Context: an optimization exercise on an open-source flow, tuned for small area. The choices shown serve that exercise and are no tape-out recipe.
Only simulation tests tie the RTL to the original design; equivalence was not proved.
The clock port is modelled as an ideal driver, which makes a skipped or thinned clock tree look cheaper than it is; a real chip needs a root buffer or a tree.
No activity file was given, so power comes from the tool's default toggle rates.

Design pwm_hw, start of the top module:
module pwm_hw(
input clk,                    
input reset,                  
input red,                    
input green,                  
input blue,                   
output [19:0] Red_High_HW,    
output [19:0] Red_Low_HW,     
output [19:0] Green_High_HW,  
output [19:0] Green_Low_HW,   
output [19:0] Blue_High_HW,   
output [19:0] Blue_Low_HW     
             );
Size: about 500 cells after synthesis, about 180 flip-flops, about 130 I/O pins, roughly 0.0057 mm^2 of cells after synthesis.
export LEC_CHECK = 0
export CAP_MARGIN = 20
export CORE_MARGIN = 2
export CORE_UTILIZATION = 65
export GPL_TIMING_DRIVEN = 0
export PLACE_DENSITY = 0.8
export SLEW_MARGIN = 20
create_clock -name core_clock -period 2.0 [get_ports {clk}]
standard.sh (not shown) runs the stock make flow with config.mk's settings and CLKGATE_MAP_FILE= SYNTH_SCRIPT=/design/flow/synth_recipe.tcl, a recipe that flattens the netlist after the stock synthesis.
==> flow/flow/run.sh <==
#!/bin/bash
# Own layout flow: the standard ORFS flow with three changes:
#  - synthesis maps the logic with an area-oriented ABC script (flow/area.abc);
#    everything else in synthesis, including flip-flop mapping, is the standard flow's own
#    synth_recipe.tcl unchanged;
#  - the port buffers are the smallest buffer cell;
#  - clock tree synthesis uses small clock buffers and no dummy load cells.
# Each tool's output goes to flow_make.log here; ORFS keeps per-step logs in orfs/logs.
set -euo pipefail
W="$(cd "$(dirname "$0")/.." && pwd)"
cd "$W"
{
  echo "proc abc {args} {"
  echo "  set i [lsearch -exact \$args -script]"
  echo "  if {\$i >= 0} { lset args [expr {\$i + 1}] $W/flow/area.abc }"
  echo "  yosys abc {*}\$args"
  echo "}"
  cat synth_recipe.tcl
} > area_synth.tcl
bash standard.sh finish \
  "SYNTH_SCRIPT=$W/area_synth.tcl" \
  "ADDER_MAP_FILE=" \
  "BUFFER_PORTS_ARGS=-buffer_cell sky130_fd_sc_hd__buf_1" \
  "CTS_ARGS=-sink_clustering_enable -repair_clock_nets -dont_use_dummy_load -buf_list {sky130_fd_sc_hd__clkbuf_8} -root_buf sky130_fd_sc_hd__clkbuf_8 -sink_clustering_size 20" \
  > flow_make.log 2>&1
==> flow/flow/area.abc <==
strash
&get -n
&fraig -x
&put
strash
&get -n
&dch -f
&nf -R 1000
&put
Rerun with:
--- a/flow/config.mk
+++ b/flow/config.mk
@@ -10 +10 @@
-export CORE_UTILIZATION = 65
+export CORE_UTILIZATION = 40
@@ -12 +12 @@
-export PLACE_DENSITY = 0.8
+export PLACE_DENSITY = 0.6
Result: Worst setup slack is about the same. Sequential cell count stays the same. Final area goes up slightly. Worst hold slack degrades by 3.5 ps.

* * *

The RTL this note starts from:
==> flow/design.v <==
module pwm_hw(
input clk,                    
input reset,                  
input red,                    
input green,                  
input blue,                   
output [19:0] Red_High_HW,    
output [19:0] Red_Low_HW,     
output [19:0] Green_High_HW,  
output [19:0] Green_Low_HW,   
output [19:0] Blue_High_HW,   
output [19:0] Blue_Low_HW     
             );
HW_PWM Red  (.clk(clk), .reset(reset), .Colour_input(red),   .High_Count(Red_High_HW),   .Low_Count(Red_Low_HW));
HW_PWM Green(.clk(clk), .reset(reset), .Colour_input(green), .High_Count(Green_High_HW), .Low_Count(Green_Low_HW));
HW_PWM Blue (.clk(clk), .reset(reset), .Colour_input(blue),  .High_Count(Blue_High_HW),  .Low_Count(Blue_Low_HW));
endmodule
module HW_PWM(
input clk,
input reset,
input Colour_input,
output reg [19:0] High_Count,
output reg [19:0] Low_Count
            );
reg PrevPwm;
reg [19:0] Count;
wire rise = Colour_input & ~PrevPwm;
wire fall = ~Colour_input & PrevPwm;
wire run  = reset & ~(Colour_input ^ PrevPwm);    
wire ld_high   = reset & fall;
wire hold_high = reset & ~fall;
wire ld_low    = reset & rise;
wire hold_low  = reset & ~rise;
wire [19:0] c;
wire [4:0]  g;                 
wire [4:0]  p;                 
genvar j;
generate
    for (j = 0; j < 5; j = j + 1) begin : grp
        assign g[j] = &Count[4*j+3:4*j];
        assign c[4*j]   = p[j];
        assign c[4*j+1] = p[j] & Count[4*j];
        assign c[4*j+2] = p[j] & (&Count[4*j+1:4*j]);
        assign c[4*j+3] = p[j] & (&Count[4*j+2:4*j]);
    end
endgenerate
assign p[0] = 1'b1;
assign p[1] = g[0];
assign p[2] = &g[1:0];
assign p[3] = &g[2:0];
assign p[4] = &g[3:0];
always @(posedge clk) begin
    PrevPwm    <= reset & Colour_input;
    Count      <= {20{run}} & (Count ^ c);
    High_Count <= ({20{ld_high}} & Count) | ({20{hold_high}} & High_Count);
    Low_Count  <= ({20{ld_low}}  & Count) | ({20{hold_low}}  & Low_Count);
end
endmodule
export LEC_CHECK = 0
export CAP_MARGIN = 20
export CORE_MARGIN = 2
export CORE_UTILIZATION = 40
export GPL_TIMING_DRIVEN = 0
export PLACE_DENSITY = 0.6
export SETUP_SLACK_MARGIN = -0.1
export SLEW_MARGIN = 20
create_clock -name core_clock -period 2.0 [get_ports {clk}]
==> flow/flow/run.sh <==
#!/bin/bash
# Own layout flow: the standard ORFS flow with three changes:
#  - synthesis maps the logic with an area-oriented ABC script (flow/area.abc);
#    everything else in synthesis, including flip-flop mapping, is the standard flow's own
#    synth_recipe.tcl unchanged;
#  - the port buffers are the smallest buffer cell;
#  - the clock tree is built by hand from inverters (flow/cts_hook.tcl).
# Each tool's output goes to flow_make.log here; ORFS keeps per-step logs in orfs/logs.
set -euo pipefail
W="$(cd "$(dirname "$0")/.." && pwd)"
cd "$W"
{
  echo "proc abc {args} {"
  echo "  set i [lsearch -exact \$args -script]"
  echo "  if {\$i >= 0} { lset args [expr {\$i + 1}] $W/flow/area.abc }"
  echo "  yosys abc {*}\$args"
  echo "}"
  cat synth_recipe.tcl
} > area_synth.tcl
bash standard.sh finish \
  "SYNTH_SCRIPT=$W/area_synth.tcl" \
  "ADDER_MAP_FILE=" \
  "BUFFER_PORTS_ARGS=-buffer_cell sky130_fd_sc_hd__buf_1" \
  "RECOVER_POWER=100" \
  "PRE_CTS_TCL=$W/flow/cts_hook.tcl" \
  > flow_make.log 2>&1
Scripts as last shown in full above: flow/flow/area.abc
Other scripts of this flow, unchanged in this note and not shown: flow/flow/cts_hook.tcl, flow/flow/manual_cts.tcl
Change:
--- a/flow/flow/run.sh
+++ b/flow/flow/run.sh
@@ -15,3 +15,3 @@
   echo "  if {\$i >= 0} { lset args [expr {\$i + 1}] $W/flow/area.abc }"
-  echo "  yosys abc {*}\$args"
+  echo "  yosys abc {*}\$args -dont_use sky130_fd_sc_hd__nor4_*"
   echo "}"
==> flow/flow/area.abc (replaced) <==
strash
&get -n
&fraig -x
&put
strash
&get -n
&dch -f
&nf -R 1000
&put
strash
&get -n
&dch -f
&nf -R 1000
&put
strash
&get -n
&dch -f
&nf -R 1000
&put
strash
&get -n
&dch -f
&nf -R 1000
&put
strash
&get -n
&dch -f
&nf -R 1000
&put
After rerunning: The new run ran to the end with violations: setup timing; synthesized cell count shrinks by a few percent; register-to-register slack degrades by 0.40 ns; cell count grows by a few percent; setup slack degrades by 0.40 ns; maximum frequency shrinks by about a fifth; total power grows slightly; routed wire length grows by a little under a tenth; area after synthesis shrinks slightly; die area shrinks slightly; cell area grows by a few percent; global-route usage grows by 1.5 points.
Change:
--- a/flow/flow/run.sh
+++ b/flow/flow/run.sh
@@ -15,3 +15,3 @@
   echo "  if {\$i >= 0} { lset args [expr {\$i + 1}] $W/flow/area.abc }"
-  echo "  yosys abc {*}\$args -dont_use sky130_fd_sc_hd__nor4_*"
+  echo "  yosys abc {*}\$args -dont_use sky130_fd_sc_hd__nor4_* -dont_use sky130_fd_sc_hd__or4_* -dont_use sky130_fd_sc_hd__nor4b_* -dont_use sky130_fd_sc_hd__or4b_*"
   echo "}"
==> flow/flow/area.abc (replaced) <==
strash
&get -n
&fraig -x
&put
strash
&get -n
&dch -f
&nf -R 1000
&put
=> This time the run completed without violations; worst hold slack got worse by 0.077 ns; register-to-register slack improved by 0.41 ns; combinational power came out lower by 21%; area after synthesis came out higher by 1.8%; via count came out lower by 2.5%.
Change:
--- a/flow/flow/run.sh
+++ b/flow/flow/run.sh
@@ -15,3 +15,3 @@
   echo "  if {\$i >= 0} { lset args [expr {\$i + 1}] $W/flow/area.abc }"
-  echo "  yosys abc {*}\$args -dont_use sky130_fd_sc_hd__nor4_* -dont_use sky130_fd_sc_hd__or4_* -dont_use sky130_fd_sc_hd__nor4b_* -dont_use sky130_fd_sc_hd__or4b_*"
+  echo "  yosys abc {*}\$args"
   echo "}"
- SETUP_SLACK_MARGIN: -0.1 -> default
- The new run produced a clean layout
- power is about the same
- routed wire length went up by about 1.6%
- first-iteration DRC count grows by about 45%
- die area barely changes
- cell count grows by about 0.37%
- via count is lower by about 0.6%
- global-route usage increases by 0.21 points
- utilization rises by 0.43 points
- worst setup slack is better by 0.057 ns
- cell area climbs by about 0.9%
In every run of this note, the design's own scripts or RTL, not TritonCTS, make the clock network.

* * *

RTL: the design.v shown in full above, as it stands there.
clock: 2.0 ns
lec_check: 0
cap_margin: 0
core_margin: 2
core_utilization: 65
gpl_timing_driven: 0
place_density: 0.8
slew_margin: 0
==> flow/flow/run.sh <==
#!/bin/bash
# Own layout flow: the standard ORFS flow with three changes:
#  - synthesis maps the logic with an area-oriented ABC script (flow/area.abc);
#    everything else in synthesis, including flip-flop mapping, is the standard flow's own
#    synth_recipe.tcl unchanged;
#  - the port buffers are the smallest buffer cell;
#  - the clock tree is built by hand from inverters (flow/cts_hook.tcl).
# Each tool's output goes to flow_make.log here; ORFS keeps per-step logs in orfs/logs.
set -euo pipefail
W="$(cd "$(dirname "$0")/.." && pwd)"
cd "$W"
{
  echo "proc abc {args} {"
  echo "  set i [lsearch -exact \$args -script]"
  echo "  if {\$i >= 0} { lset args [expr {\$i + 1}] $W/flow/area.abc }"
  echo "  yosys abc {*}\$args"
  echo "}"
  cat synth_recipe.tcl
} > area_synth.tcl
bash standard.sh finish \
  "SYNTH_SCRIPT=$W/area_synth.tcl" \
  "ADDER_MAP_FILE=" \
  "BUFFER_PORTS_ARGS=-buffer_cell sky130_fd_sc_hd__buf_1" \
  "PRE_CTS_TCL=$W/flow/cts_hook.tcl" \
  > flow_make.log 2>&1
==> flow/flow/area.abc <==
strash
&get -n
&fraig -x
&put
strash
&get -n
&dch -f
&nf -R 1000
&put
Other scripts of this flow, unchanged in this note and not shown: flow/flow/cts_hook.tcl, flow/flow/manual_cts.tcl
The baseline passed the timing, design-rule and antenna checks.
Then changed:
--- a/flow/flow/run.sh
+++ b/flow/flow/run.sh
@@ -15,3 +15,3 @@
   echo "  if {\$i >= 0} { lset args [expr {\$i + 1}] $W/flow/area.abc }"
-  echo "  yosys abc {*}\$args"
+  echo "  yosys abc {*}\$args -dont_use sky130_fd_sc_hd__nor4_*"
   echo "}"
@@ -23,2 +23,3 @@
   "BUFFER_PORTS_ARGS=-buffer_cell sky130_fd_sc_hd__buf_1" \
+  "RECOVER_POWER=100" \
   "PRE_CTS_TCL=$W/flow/cts_hook.tcl" \
--- a/flow/config.mk
+++ b/flow/config.mk
@@ -7,7 +7,8 @@
 export LEC_CHECK = 0
-export CAP_MARGIN = 0
+export CAP_MARGIN = 20
 export CORE_MARGIN = 2
-export CORE_UTILIZATION = 65
+export CORE_UTILIZATION = 55
 export GPL_TIMING_DRIVEN = 0
-export PLACE_DENSITY = 0.8
-export SLEW_MARGIN = 0
+export PLACE_DENSITY = 0.7000000000000001
+export SETUP_SLACK_MARGIN = -0.05
+export SLEW_MARGIN = 20
Global-route usage is lower by 3.1 points.
Total power is about the same.
Synthesized area stays flat.
Critical path depth stays the same.
Design area fell by 1.1%.
Wire length came out lower by 1.8%.
Register-to-register slack hardly moves.
Worst setup slack improves by 0.012 ns.
Then changed:
==> flow/flow/area.abc (replaced) <==
strash
&get -n
&fraig -x
&put
strash
&get -n
&dch -f
&nf -R 1000
&put
strash
&get -n
&dch -f
&nf -R 1000
&put
strash
&get -n
&dch -f
&nf -R 1000
&put
strash
&get -n
&dch -f
&nf -R 1000
&put
strash
&get -n
&dch -f
&nf -R 1000
&put
strash
&get -n
&dch -f
&nf -R 1000
&put
strash
&get -n
&dch -f
&nf -R 1000
&put
strash
&get -n
&dch -f
&nf -R 1000
&put
--- a/flow/config.mk
+++ b/flow/config.mk
@@ -9,6 +9,6 @@
 export CORE_MARGIN = 2
-export CORE_UTILIZATION = 55
+export CORE_UTILIZATION = 40
 export GPL_TIMING_DRIVEN = 0
-export PLACE_DENSITY = 0.7000000000000001
-export SETUP_SLACK_MARGIN = -0.05
+export PLACE_DENSITY = 0.6
+export SETUP_SLACK_MARGIN = -0.1
 export SLEW_MARGIN = 20
What happened: With this change the flow completed and failed the layout checks on setup timing; critical path depth grows by 4; area after synthesis shrinks slightly; cell count grows by a little under a tenth; power grows slightly; synthesized cell count shrinks by a few percent.
Then changed:
==> flow/flow/area.abc (replaced) <==
strash
&get -n
&fraig -x
&put
strash
&get -n
&dch
&nf -R 1000
&put
The changed run went through all stages and came out clean.
Global-route usage rises by 0.80 points.
Sequential cell count is unchanged.
Power grows slightly.
Wire length increases by a few percent.
Via count came out higher slightly.
Die area increases by a few percent.
Combinational power hardly moves.
Worst setup slack gains 0.43 ns.
Area after synthesis rose by a few percent.
Hold slack is better by 0.070 ns.
Core utilization drops by 2.6 points.
In every run of this note, the design's own scripts or RTL, not TritonCTS, make the clock network.

==> port drivers added, routing unchanged <==
In the flow no input, the clock included, has a driving cell. The finished layouts below were timed again as built, in two steps.
Step 1 sets driving cells, clkbuf_16 on the clock port and buf_2 on the other inputs (assumed; they add their load-dependent delay and slew).
Step 2 also shifts input and output timing later by t, the mid clock arrival at the registers, as if the neighbouring blocks saw the same clock.
Three values: no drivers, after step 1, after step 2; two values: the first two.
run	shift t [ns]	slack for setup (ns)	clock arrival spread, ns
the first run of note 1	0.459	0.104 / 0.104 / -0.334	0.040 / 0.041
the second run of note 1	0.490	0.106 / 0.106 / -0.324	0.030 / 0.030
the first run of note 2	0.286	0.069 / 0.069 / -0.152	0.011 / 0.011
the second run of note 2	0.286	-0.332 / -0.332 / -0.332	0.008 / 0.008
the third run of note 2	0.293	0.075 / 0.075 / -0.156	0.015 / 0.014
the fourth run of note 2	0.287	0.132 / 0.132 / -0.072	0.012 / 0.012
the first run of note 3	0.278	0.111 / 0.111 / -0.116	0.007 / 0.007
the second run of note 3	0.278	0.123 / 0.123 / -0.133	0.014 / 0.014
the third run of note 3	0.283	-0.346 / -0.346 / -0.455	0.011 / 0.012
the fourth run of note 3	0.283	0.082 / 0.084 / -0.194	0.011 / 0.011
Met with ideal ports but missed after step 2: setup timing in 8 of these runs. The setup slack of the first run of note 1, which loses most, moves by 0.000 ns with the drivers and by -0.438 ns with both steps.
